Background: an optimization exercise with open tools, aiming at a short achievable clock period and few clock cycles. Do not read the settings as production practice.
No activity file was given, so power comes from the tool's default toggle rates.

==> inputs of v13 <==
==> flow/design.v <==
module pcinc(input  [15:0] pc,
             output [15:0] pc2,
             output [10:0] hip, him);
  assign pc2 = pc + 16'd2;
  assign hip = pc[15:5] + 11'd1;
  assign him = pc[15:5] - 11'd1;
endmodule
module cmux #(parameter WIDTH = 11)
             (input              s,
              input  [WIDTH-1:0] d1, d0,
              output [WIDTH-1:0] y);
  assign y = s ? d1 : d0;
endmodule
module nsel #(parameter WIDTH = 11)
             (input              pt, c,
              input  [WIDTH-1:0] t1, t0, n,
              output [WIDTH-1:0] y);
  assign y = pt ? (c ? t1 : t0) : n;
endmodule
module bpred(input  [3:0] op,
             input        i11, i4,
             input  [2:0] rs, rd,
             input  [7:1] kz, kn,
             output       ptb);
  wire fps = i4 | op[0] | (~op[1] & i11);
  wire fzc = i11 | (rs == 3'd0);
  wire [7:0] z = {kz, 1'b1};
  wire [7:0] n = {kn, 1'b0};
  wire rne = ~z[rd];
  wire req = z[rd] | (~n[rd] & i4);
  assign ptb = (op[3:2] == 2'b10) & ((op[1] & fzc) ? (op[0] ? rne : req) : fps);
endmodule
module ao4 #(parameter WIDTH = 16)
            (input              s0, s1, s2, s3,
             input  [WIDTH-1:0] d0, d1, d2, d3,
             output [WIDTH-1:0] y);
  assign y = ({WIDTH{s0}} & d0) | ({WIDTH{s1}} & d1) | ({WIDTH{s2}} & d2) | ({WIDTH{s3}} & d3);
endmodule
module fdec(input  [3:0] op,
            output       sj, sr, sb, ss);
  assign sj = op[3] & op[2] & ~op[1];
  assign sr = op[3] & op[2] & op[1] & ~op[0];
  assign sb = op[3] & ~op[2];
  assign ss = ~op[3] | (op[3] & op[2] & op[1] & op[0]);
endmodule
module kslvl #(parameter WIDTH = 16, parameter DIST = 1)
              (input  [WIDTH-1:0] gi, pi,
               output [WIDTH-1:0] go, po);
  genvar k;
  generate
    for (k = 0; k < WIDTH; k = k + 1) begin : bitk
      if (k >= DIST) begin : comb
        assign go[k] = gi[k] | (pi[k] & gi[k-DIST]);
        assign po[k] = pi[k] & pi[k-DIST];
      end else begin : pass
        assign go[k] = gi[k];
        assign po[k] = pi[k];
      end
    end
  endgenerate
endmodule
module ksadd(input  [15:0] a, b,
             input         cin,
             output [15:0] s);
  wire [15:0] p = a ^ b;
  wire [15:0] g0 = (a & b) | {15'd0, p[0] & cin};
  wire [15:0] g1, p1, g2, p2, g3, p3, g4, p4;
  kslvl #(16, 1) l1(g0, p, g1, p1);
  kslvl #(16, 2) l2(g1, p1, g2, p2);
  kslvl #(16, 4) l3(g2, p2, g3, p3);
  kslvl #(16, 8) l4(g3, p3, g4, p4);
  assign s = p ^ {g4[14:0], cin};
endmodule
module cpu(input         clk, reset,
           input  [15:0] dataout, instruction,
           output        MemRd, MemWr,
           output [15:0] datain, instrAddr, dataAddr);
  reg [15:0] pc;           
  reg [15:0] ras;          
  reg        xv;           
  reg [7:1]  xao, xbo;     
  reg [7:0]  xsa, xsb;     
  reg [2:0]  xd;           
  reg        xwe;          
  reg        xand, xcall, xsub;  
  reg        ximm;         
  reg [15:0] xi;           
  reg        xld, xbyte, xsx, xst, xsv;
  reg [8:0]  xs9;          
  reg [2:0]  xtk;          
  reg        xbr;          
  reg        xret, xpt;    
  reg [15:0] xpc2, xbt;    
  reg [15:0] xrt;          
  reg        xla, xlb;     
  reg [15:0] mres, mdata;
  reg [7:1]  mwe;          
  reg        mld, mbyte, msx, mwr;
  reg [15:0] r1, r2, r3, r4, r5, r6, r7;
  reg [7:1]  zf;           
  reg [15:0] xni;          
  reg        xzk;          
  wire [7:0]  xdo = 8'd1 << xd;
  wire [15:0] av = ({16{xsa[0]}} & mres) | ({16{xsa[1]}} & r1) | ({16{xsa[2]}} & r2) |
                   ({16{xsa[3]}} & r3)   | ({16{xsa[4]}} & r4) | ({16{xsa[5]}} & r5) |
                   ({16{xsa[6]}} & r6)   | ({16{xsa[7]}} & r7);
  wire [15:0] bv = ({16{xsb[0]}} & mres) | ({16{xsb[1]}} & r1) | ({16{xsb[2]}} & r2) |
                   ({16{xsb[3]}} & r3)   | ({16{xsb[4]}} & r4) | ({16{xsb[5]}} & r5) |
                   ({16{xsb[6]}} & r6)   | ({16{xsb[7]}} & r7);
  wire        st = xv & (xla | xlb);           
  wire        go = xv & ~st;                   
  wire [15:0] bop = ximm ? xi : bv;
  wire [15:0] sum, dif;
  ksadd adda(av, bop, 1'b0, sum);
  ksadd adds(av, ~bv, 1'b1, dif);
  wire [15:0] res = xcall ? xpc2 : xand ? (av & bop) : xsub ? dif : sum;
  wire        eq = (av == bv);
  wire        lt = dif[15] ^ ((av[15] ^ bv[15]) & (av[15] ^ dif[15]));   
  wire [2:0]  xm  = {3{xbr}} & (xtk ^ {3{xpt}});    
  wire        mbr = eq ? xm[2] : lt ? xm[1] : xm[0];
  wire        mis = go & (mbr | (xret & (av != xrt)));
  wire [15:0] redir = xret ? av : xpt ? xpc2 : xbt;
  wire [7:0]  xe  = {r7 == xni, r6 == xni, r5 == xni, r4 == xni, r3 == xni, r2 == xni, r1 == xni,
                     mres == xni};
  wire        xz  = |(xsa & xe);
  wire        mz  = (mres == 16'd0);
  wire [7:1]  mw  = mwe & {7{~mld}};
  wire [7:1]  ez  = (xwd & {7{xz}}) | (~xwd & mw & {7{mz}}) | (~xwd & ~mwe & zf);
  wire [7:1]  ekz = (xwd & {7{xzk}}) | (~xwd & ~(mwe & {7{mld}}));    
  wire [15:0] i  = instruction;
  wire [3:0]  op = i[15:12];
  wire [15:0] pc2;
  wire [10:0] hip, him;
  pcinc pci(pc, pc2, hip, him);
  wire [5:0]  lo = {1'b0, pc[4:0]} + {1'b0, i[4:0]};
  wire        c5 = lo[5];    
  wire [15:0] jt = {pc2[15:13], i[11:0], 1'b0};
  wire fbr  = (op[3:2] == 2'b10);
  wire fj   = (op[3:1] == 3'b110);
  wire fret = (op == 4'd14);
  wire fpt;
  bpred bp(op, i[11], i[4], i[7:5], i[10:8], ekz & ez, ekz & ~ez, fpt);
  wire [10:0] bt1 = i[4] ? pc[15:5] : hip;
  wire [10:0] bt0 = i[4] ? him : pc[15:5];
  wire [10:0] bth;
  cmux #(11) btm(c5, bt1, bt0, bth);
  wire [15:0] bt = {bth, lo[4:0]};
  wire        sj, sr, sb, ss;
  fdec fd0(op, sj, sr, sb, ss);
  wire [15:0] keep = mis ? redir : pc;
  wire        usek = mis | st;
  wire [15:0] p1, p0, pn, t1, t0, tn, pcd;
  ao4 #(16) a1(sj, sr, ss, sb, jt, ras, pc2, {bt1, lo[4:0]}, p1);    
  ao4 #(16) a0(sj, sr, ss, sb, jt, ras, pc2, {bt0, lo[4:0]}, p0);    
  ao4 #(16) an(sj, sr, ss, sb, jt, ras, pc2, pc2, pn);               
  cmux #(16) k1(usek, keep, p1, t1);
  cmux #(16) k0(usek, keep, p0, t0);
  cmux #(16) kn(usek, keep, pn, tn);
  nsel #(16) pcm(fpt, c5, t1, t0, tn, pcd);
  reg [2:0] ftk;
  always @(*)
    case (op[1:0])
      2'd0: ftk = 3'b110;    
      2'd1: ftk = 3'b101;    
      2'd2: ftk = 3'b100;    
      default: ftk = 3'b011;  
    endcase
  wire fR    = ~op[3] & ~op[2] & ~(op[1] & op[0]);           
  wire fA75  = (~op[3] & (op[2] | (op[1] & op[0]))) | (fbr & ~i[11]);
  wire fA7   = fret;
  wire fA119 = (op == 4'd15);
  wire fB108 = (op == 4'd7) | fbr;
  wire [7:0] d86  = 8'd1 << i[8:6];
  wire [7:0] d75  = 8'd1 << i[7:5];
  wire [7:0] d119 = 8'd1 << i[11:9];
  wire [7:0] d53  = 8'd1 << i[5:3];
  wire [7:0] d108 = 8'd1 << i[10:8];
  wire [7:0] fao = ({8{fR}} & d86) | ({8{fA75}} & d75) | ({8{fA119}} & d119) | ({8{fA7}} & 8'h80);
  wire [7:0] fbo = ({8{fR}} & d53) | ({8{fB108}} & d108);
  wire [7:1] xwd = {7{xv & xwe}} & xdo[7:1];
  wire       xw  = xv & xwe;
  wire       e86 = (i[8:6] == xd), e75 = (i[7:5] == xd), e119 = (i[11:9] == xd);
  wire       e53 = (i[5:3] == xd), e108 = (i[10:8] == xd), e7 = (xd == 3'd7);
  wire       ffa = xw & ((fR & e86) | (fA75 & e75) | (fA119 & e119) | (fA7 & e7));
  wire       ffb = xw & ((fR & e53) | (fB108 & e108));
  wire [2:0] fd  = fR ? i[11:9] : (op == 4'd13) ? 3'd7 : i[10:8];
  wire       fwe = (fR | (~op[3] & (op[2] ^ (op[1] & op[0]))) | (op == 4'd13)) & (fd != 3'd0);
  wire       fimm = ~fR;
  wire       fld  = (op == 4'd5) | (op == 4'd6);
  wire       fst  = (op == 4'd7) | (op == 4'd15);
  wire       fsv  = (op == 4'd15);
  wire       fand = (op == 4'd0) | (op == 4'd4);
  wire       fsub = (op == 4'd2);
  wire [15:0] fi  = (op == 4'd15) ? 16'd0 : {{11{i[4] & (op != 4'd4)}}, i[4:0]};
  always @(posedge clk or posedge reset)
    if (reset) begin
      pc <= 16'd0;
      xv <= 1'b0;
    end else begin
      pc <= pcd;
      xv <= ~mis;       
    end
  always @(posedge clk)
    if (!st && op == 4'd13) ras <= pc2;
  always @(posedge clk)
    if (st) begin
      xsa <= {xao, 1'b0}; xsb <= {xbo, 1'b0}; xla <= 1'b0; xlb <= 1'b0;
    end else begin
      xao <= fao[7:1]; xbo <= fbo[7:1];
      xsa <= {fao[7:1] & ~xwd, ffa};
      xsb <= {fbo[7:1] & ~xwd, ffb};
      xla <= ffa & xld; xlb <= ffb & xld;
      xd <= fd; xwe <= fwe; xand <= fand; xsub <= fsub; xcall <= (op == 4'd13);
      ximm <= fimm; xi <= fi;
      xld <= fld; xbyte <= (op == 4'd6); xsx <= i[11]; xst <= fst; xsv <= fsv;
      xs9 <= i[8:0];
      xtk <= ftk; xbr <= fbr;
      xret <= fret; xpt <= fpt;
      xni <= 16'd0 - fi;
      xzk <= (op == 4'd3);
      xpc2 <= pc2; xbt <= bt; xrt <= ras;
    end
  always @(posedge clk or posedge reset)
    if (reset) begin
      mwe <= 7'd0; mld <= 1'b0; mwr <= 1'b0;
    end else begin
      mwe <= (go & xwe) ? xdo[7:1] : 7'd0; mld <= go & xld; mwr <= go & xst;
    end
  always @(posedge clk) begin
    mres  <= res;
    mdata <= xsv ? {{7{xs9[8]}}, xs9} : bv;
    mbyte <= xbyte;
    msx   <= xsx;
  end
  wire [15:0] ldv = mbyte ? {{8{msx & dataout[7]}}, dataout[7:0]} : dataout;
  wire [15:0] wv  = mld ? ldv : mres;
  always @(posedge clk) begin
    if (mwe[1]) r1 <= wv;
    if (mwe[2]) r2 <= wv;
    if (mwe[3]) r3 <= wv;
    if (mwe[4]) r4 <= wv;
    if (mwe[5]) r5 <= wv;
    if (mwe[6]) r6 <= wv;
    if (mwe[7]) r7 <= wv;
  end
  wire wz = (wv == 16'd0);
  always @(posedge clk) begin
    if (mwe[1]) zf[1] <= wz;
    if (mwe[2]) zf[2] <= wz;
    if (mwe[3]) zf[3] <= wz;
    if (mwe[4]) zf[4] <= wz;
    if (mwe[5]) zf[5] <= wz;
    if (mwe[6]) zf[6] <= wz;
    if (mwe[7]) zf[7] <= wz;
  end
  assign instrAddr = pc;
  assign dataAddr  = mres;
  assign datain    = mdata;
  assign MemRd     = mld;
  assign MemWr     = mwr;
endmodule
==> flow/flow/run.sh <==
#!/bin/bash
# Own flow: the standard layout, with two changes to how it is made (the clock period
# and constraints are unchanged):
#  - the port buffers that buffer_ports inserts are plain buffers (buf_2), not whatever cell
#    it picks by default (a delay cell on this platform);
#  - repair_timing aims for more setup slack than the default.
set -euo pipefail
bash standard.sh SETUP_SLACK_MARGIN=9.2 'BUFFER_PORTS_ARGS=-buffer_cell sky130_fd_sc_hd__buf_2' finish > flow_standard.log 2>&1
==> flow/standard.sh <==
#!/bin/bash
# synth_recipe.tcl (not shown) runs the flow's synth.tcl, then flattens the netlist and writes it again
# the make line also repeats each setting of config.mk as NAME=value (left out here)
make -C /OpenROAD-flow-scripts/flow DESIGN_CONFIG=/design/flow/config.mk WORK_HOME=/design/flow/orfs CLKGATE_MAP_FILE= SYNTH_SCRIPT=/design/flow/synth_recipe.tcl "${@:-finish}"
==> flow/config.mk <==
export PLATFORM = sky130hd
export DESIGN_NAME = cpu
export DESIGN_NICKNAME = cpu
export VERILOG_FILES = /design/flow/design.v
export SDC_FILE = /design/flow/constraint.sdc
export NUM_CORES = 4
export LEC_CHECK = 0
export CAP_MARGIN = 20
export CORE_MARGIN = 2
export CORE_UTILIZATION = 40
export PLACE_DENSITY = 0.6
export SLEW_MARGIN = 20
export SYNTH_HIERARCHICAL = 1
==> flow/constraint.sdc <==
create_clock -name core_clock -period 13.0 [get_ports {clk}]
set_input_delay 2.6000 -clock core_clock [delete_from_list [all_inputs] [get_ports {clk}]]
set_output_delay 2.6000 -clock core_clock [all_outputs]
set_load 0.01 [all_outputs]
==> inputs of v4, as changes to v13 <==
==> flow/design.v, changed modules only <==
module cpu(input         clk, reset,
           input  [15:0] dataout, instruction,
           output        MemRd, MemWr,
           output [15:0] datain, instrAddr, dataAddr);
  reg [15:0] pc;           
  reg [15:0] ras;          
  reg        xv;           
  reg [7:1]  xao, xbo;     
  reg [7:0]  xsa, xsb;     
  reg [2:0]  xd;           
  reg        xwe;          
  reg        xand, xcall, xsub;  
  reg        ximm;         
  reg [15:0] xi;           
  reg        xld, xbyte, xsx, xst, xsv;
  reg [8:0]  xs9;          
  reg [2:0]  xtk;          
  reg        xbr;          
  reg        xret, xpt;    
  reg [15:0] xpc2, xbt;    
  reg [15:0] xrt;          
  reg        xla, xlb;     
  reg [15:0] mres, mdata;
  reg [7:1]  mwe;          
  reg        mld, mbyte, msx, mwr;
  reg [15:0] r1, r2, r3, r4, r5, r6, r7;
  reg [7:1]  zf;           
  reg [15:0] xni;          
  reg        xzk;          
  wire [7:0]  xdo = 8'd1 << xd;
  wire [15:0] av = ({16{xsa[0]}} & mres) | ({16{xsa[1]}} & r1) | ({16{xsa[2]}} & r2) |
                   ({16{xsa[3]}} & r3)   | ({16{xsa[4]}} & r4) | ({16{xsa[5]}} & r5) |
                   ({16{xsa[6]}} & r6)   | ({16{xsa[7]}} & r7);
  wire [15:0] bv = ({16{xsb[0]}} & mres) | ({16{xsb[1]}} & r1) | ({16{xsb[2]}} & r2) |
                   ({16{xsb[3]}} & r3)   | ({16{xsb[4]}} & r4) | ({16{xsb[5]}} & r5) |
                   ({16{xsb[6]}} & r6)   | ({16{xsb[7]}} & r7);
  wire        st = xv & (xla | xlb);           
  wire        go = xv & ~st;                   
  wire [15:0] bop = ximm ? xi : xsub ? ~bv : bv;
  wire [15:0] sum = av + bop + {15'd0, xsub};
  wire [15:0] res = xcall ? xpc2 : xand ? (av & bop) : sum;
  wire        eq = (av == bv);
  wire        lt = (av[15] ^ bv[15]) ? av[15] : (av[14:0] < bv[14:0]);   
  wire [2:0]  xm  = {3{xbr}} & (xtk ^ {3{xpt}});    
  wire        mbr = eq ? xm[2] : lt ? xm[1] : xm[0];
  wire        mis = go & (mbr | (xret & (av != xrt)));
  wire [15:0] redir = xret ? av : xpt ? xpc2 : xbt;
  wire        xz  = (av == xni);
  wire        mz  = (mres == 16'd0);
  wire [7:1]  mw  = mwe & {7{~mld}};
  wire [7:1]  ez  = (xwd & {7{xz}}) | (~xwd & mw & {7{mz}}) | (~xwd & ~mwe & zf);
  wire [7:1]  ekz = (xwd & {7{xzk}}) | (~xwd & ~(mwe & {7{mld}}));    
  wire [15:0] i  = instruction;
  wire [3:0]  op = i[15:12];
  wire [15:0] pc2;
  wire [10:0] hip, him;
  pcinc pci(pc, pc2, hip, him);
  wire [5:0]  lo = {1'b0, pc[4:0]} + {1'b0, i[4:0]};
  wire        c5 = lo[5];    
  wire [15:0] jt = {pc2[15:13], i[11:0], 1'b0};
  wire fbr  = (op[3:2] == 2'b10);
  wire fj   = (op[3:1] == 3'b110);
  wire fret = (op == 4'd14);
  wire fpt;
  bpred bp(op, i[11], i[4], i[7:5], i[10:8], ekz & ez, ekz & ~ez, fpt);
  wire sj   = fj;
  wire sr   = fret;
  wire [10:0] bt1 = i[4] ? pc[15:5] : hip;
  wire [10:0] bt0 = i[4] ? him : pc[15:5];
  wire [10:0] bth;
  cmux #(11) btm(c5, bt1, bt0, bth);
  wire [15:0] bt = {bth, lo[4:0]};
  wire [15:0] keep = mis ? redir : pc;
  wire        usek = mis | st;
  wire [15:0] nb  = ({16{sj}} & jt) | ({16{sr}} & ras) | ({16{~fbr & ~sj & ~sr}} & pc2);
  wire [15:0] tn  = usek ? keep : nb | ({16{fbr}} & pc2);             
  wire [15:0] t1  = usek ? keep : nb | ({16{fbr}} & {bt1, lo[4:0]});  
  wire [15:0] t0  = usek ? keep : nb | ({16{fbr}} & {bt0, lo[4:0]});  
  wire [15:0] pcd;
  nsel #(16) pcm(fpt, c5, t1, t0, tn, pcd);
  reg [2:0] ftk;
  always @(*)
    case (op[1:0])
      2'd0: ftk = 3'b110;    
      2'd1: ftk = 3'b101;    
      2'd2: ftk = 3'b100;    
      default: ftk = 3'b011;  
    endcase
  wire fR    = ~op[3] & ~op[2] & ~(op[1] & op[0]);           
  wire fA75  = (~op[3] & (op[2] | (op[1] & op[0]))) | (fbr & ~i[11]);
  wire fA7   = fret;
  wire fA119 = (op == 4'd15);
  wire fB108 = (op == 4'd7) | fbr;
  wire [7:0] d86  = 8'd1 << i[8:6];
  wire [7:0] d75  = 8'd1 << i[7:5];
  wire [7:0] d119 = 8'd1 << i[11:9];
  wire [7:0] d53  = 8'd1 << i[5:3];
  wire [7:0] d108 = 8'd1 << i[10:8];
  wire [7:0] fao = ({8{fR}} & d86) | ({8{fA75}} & d75) | ({8{fA119}} & d119) | ({8{fA7}} & 8'h80);
  wire [7:0] fbo = ({8{fR}} & d53) | ({8{fB108}} & d108);
  wire [7:1] xwd = {7{xv & xwe}} & xdo[7:1];
  wire       xw  = xv & xwe;
  wire       e86 = (i[8:6] == xd), e75 = (i[7:5] == xd), e119 = (i[11:9] == xd);
  wire       e53 = (i[5:3] == xd), e108 = (i[10:8] == xd), e7 = (xd == 3'd7);
  wire       ffa = xw & ((fR & e86) | (fA75 & e75) | (fA119 & e119) | (fA7 & e7));
  wire       ffb = xw & ((fR & e53) | (fB108 & e108));
  wire [2:0] fd  = fR ? i[11:9] : (op == 4'd13) ? 3'd7 : i[10:8];
  wire       fwe = (fR | (~op[3] & (op[2] ^ (op[1] & op[0]))) | (op == 4'd13)) & (fd != 3'd0);
  wire       fimm = ~fR;
  wire       fld  = (op == 4'd5) | (op == 4'd6);
  wire       fst  = (op == 4'd7) | (op == 4'd15);
  wire       fsv  = (op == 4'd15);
  wire       fand = (op == 4'd0) | (op == 4'd4);
  wire       fsub = (op == 4'd2);
  wire [15:0] fi  = (op == 4'd15) ? 16'd0 : {{11{i[4] & (op != 4'd4)}}, i[4:0]};
  always @(posedge clk or posedge reset)
    if (reset) begin
      pc <= 16'd0;
      xv <= 1'b0;
    end else begin
      pc <= pcd;
      xv <= ~mis;       
    end
  always @(posedge clk)
    if (!st && op == 4'd13) ras <= pc2;
  always @(posedge clk)
    if (st) begin
      xsa <= {xao, 1'b0}; xsb <= {xbo, 1'b0}; xla <= 1'b0; xlb <= 1'b0;
    end else begin
      xao <= fao[7:1]; xbo <= fbo[7:1];
      xsa <= {fao[7:1] & ~xwd, ffa};
      xsb <= {fbo[7:1] & ~xwd, ffb};
      xla <= ffa & xld; xlb <= ffb & xld;
      xd <= fd; xwe <= fwe; xand <= fand; xsub <= fsub; xcall <= (op == 4'd13);
      ximm <= fimm; xi <= fi;
      xld <= fld; xbyte <= (op == 4'd6); xsx <= i[11]; xst <= fst; xsv <= fsv;
      xs9 <= i[8:0];
      xtk <= ftk; xbr <= fbr;
      xret <= fret; xpt <= fpt;
      xni <= 16'd0 - fi;
      xzk <= (op == 4'd3);
      xpc2 <= pc2; xbt <= bt; xrt <= ras;
    end
  always @(posedge clk or posedge reset)
    if (reset) begin
      mwe <= 7'd0; mld <= 1'b0; mwr <= 1'b0;
    end else begin
      mwe <= (go & xwe) ? xdo[7:1] : 7'd0; mld <= go & xld; mwr <= go & xst;
    end
  always @(posedge clk) begin
    mres  <= res;
    mdata <= xsv ? {{7{xs9[8]}}, xs9} : bv;
    mbyte <= xbyte;
    msx   <= xsx;
  end
  wire [15:0] ldv = mbyte ? {{8{msx & dataout[7]}}, dataout[7:0]} : dataout;
  wire [15:0] wv  = mld ? ldv : mres;
  always @(posedge clk) begin
    if (mwe[1]) r1 <= wv;
    if (mwe[2]) r2 <= wv;
    if (mwe[3]) r3 <= wv;
    if (mwe[4]) r4 <= wv;
    if (mwe[5]) r5 <= wv;
    if (mwe[6]) r6 <= wv;
    if (mwe[7]) r7 <= wv;
  end
  wire wz = (wv == 16'd0);
  always @(posedge clk) begin
    if (mwe[1]) zf[1] <= wz;
    if (mwe[2]) zf[2] <= wz;
    if (mwe[3]) zf[3] <= wz;
    if (mwe[4]) zf[4] <= wz;
    if (mwe[5]) zf[5] <= wz;
    if (mwe[6]) zf[6] <= wz;
    if (mwe[7]) zf[7] <= wz;
  end
  assign instrAddr = pc;
  assign dataAddr  = mres;
  assign datain    = mdata;
  assign MemRd     = mld;
  assign MemWr     = mwr;
endmodule
// module ao4 removed
// module fdec removed
// module kslvl removed
// module ksadd removed
--- a/flow/flow/run.sh
+++ b/flow/flow/run.sh
@@ -7,2 +7,2 @@
 set -euo pipefail
-bash standard.sh SETUP_SLACK_MARGIN=9.2 'BUFFER_PORTS_ARGS=-buffer_cell sky130_fd_sc_hd__buf_2' finish > flow_standard.log 2>&1
+bash standard.sh SETUP_SLACK_MARGIN=9.2 ADDER_MAP_FILE= 'BUFFER_PORTS_ARGS=-buffer_cell sky130_fd_sc_hd__buf_2' finish > flow_standard.log 2>&1
==> notes.md <==
- Cell area: v13 is larger than v4 (20%).
- Of v4 and v13, v4 has the higher utilization (gap 0.80 points).
- Cell count: v13 is higher than v4 (about 20%).
- Against v13, the area after synthesis of v4 is lower by about 18%.
- Between v4 and v13, the lower combinational power is in v4 (gap about 40%, measured against v13).
- Total power: v13 is higher than v4 (about 27%).
- Between v13 and v4, the lower clock power is in v4 (gap about 9%, measured against v4).
- Routed wire length: v4 is smaller than v13 (about 20%).
==> figures <==
Width of the chip: v4 214 microns; v13 236 microns
Standard cell core area: v4 0.0439 sq mm; v13 0.0535 sq mm
Share of total power in the clock network: v4 0.270; v13 0.232
Worst slew margin: v4 0.277; v13 0.262
Met2 Routed Length: v4 27.8 mm; v13 34.8 mm
Power Combinational: v4 1.36 mW; v13 2.23 mW
Post-layout min period: v4 4.30 ns; v13 4.42 ns
Worst Path Max Fanout: v4 21; v13 8
Vias after detailed routing: v4 14800; v13 17800
Number of buffers inserted during clock tree synthesis: v4 37; v13 39
Max power group: v4 registers; v13 combinational logic
Highest Clock Rate: v4 0.232 GHz; v13 0.226 GHz
Buffering stage count on the worst path with inverters included: v4 2; v13 4
Status: v4 complete, no violations; v13 complete, no violations
Final core utilization: v4 0.495; v13 0.487
Non-clock buffer area fraction after layout: v4 0.0876; v13 0.0910
Total Die Area: v4 0.0459 sq mm; v13 0.0557 sq mm
No run of this note included a check of the RTL's function; only the layout flow was run.

## afterwards: timing with drivers on the ports
No port has a modelled driver above. Below, the same layouts with a new extraction and two added sets of constraints.
Step 1, drivers: a clkbuf_16 drives clk and a buf_2 each remaining input, both assumed.
Step 2 moves the port delays by t, midway between the first and last clock arrival at a register: inputs arrive t later, outputs are due t later. That takes back most of the time a late clock gives input paths.
Three values: ideal, step 1, step 2; two values: the first two.
| run | t (ns) | slack for setup (ns) | worst hold slack (ns) |
|---|---|---|---|
| v13 | 0.619 | 8.578 / 8.578 / 8.191 | 0.486 / 0.486 / 0.486 |
| v4 | 0.613 | 8.697 / 8.697 / 8.149 | 0.339 / 0.339 / 0.339 |
After both steps every run listed still meets setup and hold. The setup slack of v4, which loses most, moves by 0.000 ns with the drivers and by -0.548 ns with both steps.
